Context: an optimization exercise on an open-source flow, tuned for small area, a short achievable clock period and few clock cycles per item. The choices shown serve that exercise and are no tape-out recipe. Only simulation tests tie the RTL to the original design; equivalence was not proved. Power and IR drop assume default switching activity.

Design mdc, start of the top module:
module mdc (clk, rst_n, start, A, B, out, done);
input clk, rst_n, start;
input [7:0] A, B;
output [7:0] out;
output done;
reg       busy;
reg [6:0] ah, bh;    
reg [2:0] k;
function [2:0] ctz8;
    input [7:0] v;
    begin
        casez (v)
            8'b???????1: ctz8 = 3'd0;
            8'b??????10: ctz8 = 3'd1;
            8'b?????100: ctz8 = 3'd2;
            8'b????1000: ctz8 = 3'd3;
            8'b???10000: ctz8 = 3'd4;
            8'b??100000: ctz8 = 3'd5;
            8'b?1000000: ctz8 = 3'd6;
            default:     ctz8 = 3'd7;
        endcase
    end
endfunction
function [6:0] oddh8;
    input [7:0] v;
    begin
        casez (v)
            8'b???????1: oddh8 = v[7:1];
            8'b??????10: oddh8 = {1'b0, v[7:2]};
            8'b?????100: oddh8 = {2'b0, v[7:3]};
            8'b????1000: oddh8 = {3'b0, v[7:4]};
            8'b???10000: oddh8 = {4'b0, v[7:5]};
  ...
For scale: ~230 cells after synthesis, ~28 I/O pins.
clock: 4.0 ns
lec_check: 0
cap_margin: 20
core_margin: 2
core_utilization: 40
cts_buf_list: sky130_fd_sc_hd__clkbuf_4
setup_slack_margin: 1.4
slew_margin: 20
tns_end_percent: 0
standard.sh (not shown) runs the stock make flow with config.mk's settings and CLKGATE_MAP_FILE= SYNTH_SCRIPT=/design/flow/synth_recipe.tcl, a recipe that flattens the netlist after the stock synthesis.
==> flow/flow/run.sh <==
#!/bin/bash
# The standard layout (standard.sh) with two changes:
#  - the port buffers are plain buf_1 cells;
#  - synthesis maps the logic with the ABC script in flow/abc.script instead of
#    ORFS's speed script. Everything else in synthesis (synth_recipe.tcl) is kept.
# Each tool's output goes to the ORFS logs; make's own output goes to standard.log.
set -euo pipefail
W=$(pwd)
export BUFFER_PORTS_ARGS="-buffer_cell sky130_fd_sc_hd__buf_1"
export SETUP_MOVE_SEQUENCE=sizeup,swap
export SKIP_GATE_CLONING=1
export SKIP_LAST_GASP=1
export MY_ABC_SCRIPT="$W/flow/abc.script"
{ sed -n 1p synth_recipe.tcl; cat flow/abc_override.tcl; sed -n '2,$p' synth_recipe.tcl; } > synth_own.tcl
sed "s#SYNTH_SCRIPT=[^ ]*#SYNTH_SCRIPT=$W/synth_own.tcl#" standard.sh > standard_own.sh
bash standard_own.sh > standard.log 2>&1
==> flow/flow/abc.script <==
strash
&get -n
&dch -f
&nf -R 1000
&put
strash
&get -n
&dch -f
&nf -R 1000
&put
strash
&get -n
&dch -f
&nf -R 1000
&put
strash
&get -n
&dch -f
&nf -R 1000
&put
strash
&get -n
&dch -f
&nf -R 1000
&put
topo
stime -c
==> flow/flow/abc_override.tcl <==
# Run ABC with the script in MY_ABC_SCRIPT in place of the one ORFS chose.
proc abc {args} {
  set i [lsearch -exact $args -script]
  if { $i >= 0 } {
    set args [lreplace $args [expr {$i + 1}] [expr {$i + 1}] $::env(MY_ABC_SCRIPT)]
  }
  yosys abc {*}$args
}
Testbench counts at the start, summed over its fixed seeds: cycles 9,100, items 2,400.
Change:
==> flow/flow/abc.script (replaced) <==
strash
&get -n
&dch -f
&nf -R 1000
&put
strash
&get -n
&dch -f
&nf -R 1000
&put
strash
&get -n
&dch -f
&nf -R 1000
&put
mfs3 -a
topo
stime -c
CORE_UTILIZATION = 65   (was 40)
Outcome:
- die area drops by about 37%
- worst hold slack improved by 0.014 ns
- final area came out lower by about 1.3%
- worst setup slack is worse by 0.027 ns
- area after synthesis falls by about 0.8%
- via count rises by about 2.3%
- total power grows by about 3%
Change:
--- a/flow/flow/run.sh
+++ b/flow/flow/run.sh
@@ -8,7 +8,4 @@
 W=$(pwd)
 export BUFFER_PORTS_ARGS="-buffer_cell sky130_fd_sc_hd__buf_1"
-export SETUP_MOVE_SEQUENCE=sizeup,swap
-export SKIP_GATE_CLONING=1
-export SKIP_LAST_GASP=1
 export MY_ABC_SCRIPT="$W/flow/abc.script"
 { sed -n 1p synth_recipe.tcl; cat flow/abc_override.tcl; sed -n '2,$p' synth_recipe.tcl; } > synth_own.tcl
==> flow/flow/abc.script (replaced) <==
strash
&get -n
&dch
&nf -R 1000
&put
topo
stime -c
CORE_UTILIZATION = 40   (was 65)
SETUP_SLACK_MARGIN = default   (was 1.4)
TNS_END_PERCENT = default   (was 0)
Global-route usage drops by 14 points.
Utilization drops by 33 points.
Final cell count climbs by 7.1%.
Sequential share of layout area climbs by 0.99 points.
First-iteration DRC count climbs by 38%.
Total power drops by 19%.
Register-to-register slack gets worse by 0.34 ns.
Routed wire length drops by 11%.
Hold slack gets better by 0.0050 ns.
Change:
--- a/flow/flow/run.sh
+++ b/flow/flow/run.sh
@@ -8,4 +8,7 @@
 W=$(pwd)
 export BUFFER_PORTS_ARGS="-buffer_cell sky130_fd_sc_hd__buf_1"
+export SETUP_MOVE_SEQUENCE=sizeup,swap
+export SKIP_GATE_CLONING=1
+export SKIP_LAST_GASP=1
 export MY_ABC_SCRIPT="$W/flow/abc.script"
 { sed -n 1p synth_recipe.tcl; cat flow/abc_override.tcl; sed -n '2,$p' synth_recipe.tcl; } > synth_own.tcl
==> flow/flow/abc.script (replaced) <==
strash
&get -n
&dch -f
&nf -R 1000
&put
strash
&get -n
&dch -f
&nf -R 1000
&put
strash
&get -n
&dch -f
&nf -R 1000
&put
mfs3 -a
topo
stime -c
CORE_UTILIZATION = 30   (was 40)
SETUP_SLACK_MARGIN = 1.4   (was default)
TNS_END_PERCENT = 0   (was default)
Design area came out higher by about 8%.
Routed wire length goes up by about 9%.
Clock power shrinks by about 4.6%.
Setup slack improves by 0.37 ns.
Global-route usage fell by 3.8 points.
Critical path depth fell by 2.
Change:
CORE_UTILIZATION = 40   (was 30)
Effect: The new run completed with no timing, DRC or antenna violations. Sequential power decreases by about 1%. Global-route usage came out higher by 6.0 points. Routed wire length is higher by 0.49%. Design area came out lower by 1.2%.
Change:
SETUP_SLACK_MARGIN = 1.6   (was 1.4)
After rerunning:
- utilization rises by 1.1 points
- via count increases slightly
- synthesized area stays the same
- worst setup slack is worse by 0.039 ns
- clock skew came out higher by 0.0074 ns
- sequential share of layout area decreases by 0.63 points
- power went up by a little under a tenth

-- what the ideal ports hide --
The results above use ideal ports. As a check the final layouts listed here were re-extracted and re-timed, cells and wires unchanged. Step 1 assumes that a clkbuf_16 drives the clock port and a buf_2 every other input. Step 2 also shifts input and output timing later by t, the mid clock arrival at the registers, as if the neighbouring blocks saw the same clock. Three values: no drivers, after step 1, after step 2; two values: the first two.
run	t (ns)	slack for setup (ns)	latest minus earliest clock arrival (ns)
the first run	0.329	1.365 / 1.340 / 1.245	0.005 / 0.004
the second run	0.311	1.338 / 1.318 / 1.248	0.005 / 0.004
the third run	0.316	0.997 / 0.974 / 1.060	0.014 / 0.014
the fourth run	0.314	1.366 / 1.344 / 1.233	0.010 / 0.009
the fifth run	0.311	1.407 / 1.386 / 1.264	0.005 / 0.005
the sixth run	0.298	1.368 / 1.368 / 1.273	0.012 / 0.013
After both steps setup and hold are still met in every run listed. The setup slack of the fifth run, which loses most, moves by -0.021 ns with the drivers and by -0.143 ns with both steps.
